This is an optimization exercise on Yosys and OpenROAD, whose aim is small area and a short achievable clock period, not a production implementation.
RTL that was checked went through simulation tests only; none was proved equivalent to the original.
Power figures rest on the tool's default switching activity, not on a simulated workload.

== old ==
==> flow/design.v (excerpt) <==
module lightHashDES(
    input              clk,
    input              M_valid,
    input              rst_n,
    input      [7:0]   M,
    input     [63:0]   input_length,
    output reg         hash_ready,
    output     [31:0]  digest
);
For scale: about 76 flip-flops, roughly 110 I/O pins, ~0.0042 mm^2 of cells after synthesis.
Settings: LEC_CHECK=0, CAP_MARGIN=20, CORE_MARGIN=2, CORE_UTILIZATION=50, SETUP_SLACK_MARGIN=1.6, SLEW_MARGIN=20, SYNTH_HIERARCHICAL=1; clock period 3.3 ns.
standard.sh (not shown) runs the stock make flow with config.mk's settings and CLKGATE_MAP_FILE= SYNTH_SCRIPT=/design/flow/synth_recipe.tcl, a recipe that flattens the netlist after the stock synthesis.
==> flow/flow/run.sh <==
#!/bin/bash
cp standard.sh standard.sh.txt
export BUFFER_PORTS_ARGS="-buffer_cell sky130_fd_sc_hd__buf_1"
bash standard.sh > standard.log 2>&1
Setup changes, old to new
Settings: CORE_UTILIZATION: 50 -> 40.
==> flow/flow/run.sh <==
#!/bin/bash
cp standard.sh standard.sh.txt
export BUFFER_PORTS_ARGS="-buffer_cell sky130_fd_sc_hd__buf_1"
export CTS_CLUSTER_SIZE=30 CTS_CLUSTER_DIAMETER=100
bash standard.sh > standard.log 2>&1
==> comparison <==
Going from old to new, the least setup slack across all paths after layout was found to have gone up by 6.8 ps. Delta (new minus old): power after layout held steady; critical path depth saw a decrease; part of the total power dissipated in combinational logic now sits lower.


lightHashDES, a different RTL version from the one above (not shown whole).
For scale: roughly 570 cells after synthesis, roughly 110 I/O pins.
==> flow/design.v (excerpt) <==
module lightHashDES(
    input              clk,
    input              M_valid,
    input              rst_n,
    input      [7:0]   M,
    input     [63:0]   input_length,
    output reg         hash_ready,
    output     [31:0]  digest
);
==> flow/config.mk <==
export PLATFORM = sky130hd
export DESIGN_NAME = lightHashDES
export DESIGN_NICKNAME = lightHashDES
export VERILOG_FILES = /design/flow/design.v
export SDC_FILE = /design/flow/constraint.sdc
export NUM_CORES = 4
export LEC_CHECK = 0
export CAP_MARGIN = 20
export CORE_MARGIN = 2
export CORE_UTILIZATION = 40
export SETUP_SLACK_MARGIN = 1.8
export SLEW_MARGIN = 20
export SYNTH_HIERARCHICAL = 1
==> flow/constraint.sdc <==
create_clock -name core_clock -period 3.3 [get_ports {clk}]
set_input_delay 0.6600 -clock core_clock [delete_from_list [all_inputs] [get_ports {clk}]]
set_output_delay 0.6600 -clock core_clock [all_outputs]
set_load 0.01 [all_outputs]
==> flow/flow/run.sh <==
#!/bin/bash
cp standard.sh standard.sh.txt
export BUFFER_PORTS_ARGS="-buffer_cell sky130_fd_sc_hd__buf_1"
bash standard.sh > standard.log 2>&1
The baseline completed without violations.
Edit:
ABC_AREA = 1   (was unset)
SETUP_SLACK_MARGIN = 1.6   (was 1.8)
After rerunning: The changed run passed the timing, design-rule and antenna checks. Clock-buffer cell count climbs by 1. Power came out higher by 17%. Synthesized area is higher by 23%.


Setup of TR:
lightHashDES, a different RTL version from the one above (not shown whole).
Size in the first run: ~530 cells after synthesis.
Settings: LEC_CHECK=0, CAP_MARGIN=20, CORE_MARGIN=2, CORE_UTILIZATION=40, GPL_TIMING_DRIVEN=1, SETUP_SLACK_MARGIN=1.6, SLEW_MARGIN=20, SYNTH_HIERARCHICAL=1; clock period 3.3 ns.
Scripts as last shown in full above: flow/flow/run.sh
Input-level comparison between JK and TR:
- GPL_TIMING_DRIVEN: 1 -> unset
==> comparison <==
Shortest clock period the worst path allows after layout: JK vs TR, no meaningful difference. Comparing JK against TR, there is no change at all in worst hold slack after final layout. Delta (JK minus TR): clock buffer count from CTS about even, last weighted congestion value of the routability-driven placer saw little to no change, multi-input logic area comparable.
No run of this note included a check of the RTL's function; only the layout flow was run.


== job 102 ==
Another version of the RTL of lightHashDES (not shown whole).
Size in the first run: ~530 cells after synthesis.
==> flow/config.mk <==
export PLATFORM = sky130hd
export DESIGN_NAME = lightHashDES
export DESIGN_NICKNAME = lightHashDES
export VERILOG_FILES = /design/flow/design.v
export SDC_FILE = /design/flow/constraint.sdc
export NUM_CORES = 4
export LEC_CHECK = 0
export CAP_MARGIN = 20
export CORE_MARGIN = 2
export CORE_UTILIZATION = 40
export SETUP_SLACK_MARGIN = 1.6
export SLEW_MARGIN = 20
export SYNTH_HIERARCHICAL = 1
==> flow/constraint.sdc <==
create_clock -name core_clock -period 3.3 [get_ports {clk}]
set_input_delay 0.6600 -clock core_clock [delete_from_list [all_inputs] [get_ports {clk}]]
set_output_delay 0.6600 -clock core_clock [all_outputs]
set_load 0.01 [all_outputs]
==> flow/flow/run.sh <==
#!/bin/bash
cp standard.sh standard.sh.txt
export BUFFER_PORTS_ARGS="-buffer_cell sky130_fd_sc_hd__buf_1"
export RECOVER_POWER=100
bash standard.sh > standard.log 2>&1
## Diff of input files: job 103 against job 102
-- flow/flow/run.sh --
<<< job 102, line 4
export RECOVER_POWER=100
>>> job 103, line 4
Notes after the runs:
- Compared with job 102, job 103 shows a higher average vias per placed instance.
- Area: job 103 vs job 102 -> job 103 larger
- Job 103 against job 102: flip-flop and latch share of the layout cell area lower; worst setup slack after layout up 0.23 ns.
Function was not checked in any run of this note: the RTL went through the layout flow alone.


Setup of before:
lightHashDES, a different RTL version from the one above (not shown whole).
Size in the first run: ~80 flip-flops, about 110 I/O pins, about 4600 um2 of cells after synthesis.
clock: 3.3 ns
lec_check: 0
cap_margin: 20
core_margin: 2
core_utilization: 40
setup_slack_margin: 1.7
slew_margin: 20
==> flow/flow/run.sh <==
#!/bin/bash
cp standard.sh standard.sh.txt
export BUFFER_PORTS_ARGS="-buffer_cell sky130_fd_sc_hd__buf_1"
bash standard.sh > standard.log 2>&1
before finished all stages; the layout is clean.
### before -> after
# before
export LEC_CHECK = 0
export CAP_MARGIN = 20
export CORE_MARGIN = 2
export CORE_UTILIZATION = 40
export SETUP_SLACK_MARGIN = 1.7
export SLEW_MARGIN = 20
create_clock -name core_clock -period 3.3 [get_ports {clk}]
# after
export LEC_CHECK = 0
export CAP_MARGIN = 20
export CORE_MARGIN = 2
export CORE_UTILIZATION = 40
export SETUP_SLACK_MARGIN = 2.0
export SLEW_MARGIN = 20
create_clock -name core_clock -period 3.3 [get_ports {clk}]
Results
before → after: area share of buffers outside the clock network rose 3.5 points, critical path data required time about even, cell area after layout rose 280 um2, sequential fraction of total cell area fell 0.52 points.
Comparing after with before, the worst clock skew came out essentially unchanged.
Taking before as the reference, in after routed wire length up 9.6%; maximum frequency up about 2.6%.
Post-route worst setup slack up 0.054 ns in after wrt before
No run of this note included a check of the RTL's function; only the layout flow was run.

static timing again, ports no longer ideal:
The flow's constraints put no driver on any port. The routed layouts listed below were extracted and timed again, unchanged, in two steps.
Step 1 sets driving cells, clkbuf_16 on the clock port and buf_2 on the other inputs (assumed; they add their load-dependent delay and slew).
Step 2, shift: input delay + t, output delay - t, t = (earliest + latest rising clock arrival at the registers) / 2. This alone moves slack from input paths to output paths.
Three values: no drivers, after step 1, after step 2; two values: the first two.
| run | t, ns | setup WS [ns] | worst setup path at the end | worst slew at a driven data input, ns |
|---|---|---|---|---|
| old | 0.373 | 1.680 / 1.670 / 1.332 | input to register | 0.04 |
| new | 0.384 | 1.687 / 1.661 / 1.318 | input to register | 0.04 |
| the first run of note 2 | 0.374 | 1.652 / 1.652 / 1.430 | input to register | 0.05 |
| the second run of note 2 | 0.385 | 1.641 / 1.641 / 1.398 | input to register | 0.04 |
| TR | 0.386 | 1.245 / 1.245 / 1.245 | register to register | 0.05 |
| JK | 0.386 | 1.245 / 1.245 / 1.245 | register to register | 0.05 |
| job 102 | 0.376 | 1.382 / 1.393 / 1.017 | input to register | 0.04 |
| job 103 | 0.376 | 1.608 / 1.620 / 1.244 | input to register | 0.04 |
| before | 0.377 | 1.143 / 1.143 / 0.979 | input to register | 0.06 |
| after | 0.371 | 1.198 / 1.198 / 1.028 | input to register | 0.06 |
After both steps every run listed still meets setup and hold. For new, which loses most, drivers alone change the setup slack by -0.026 ns; drivers and shift together by -0.369 ns.
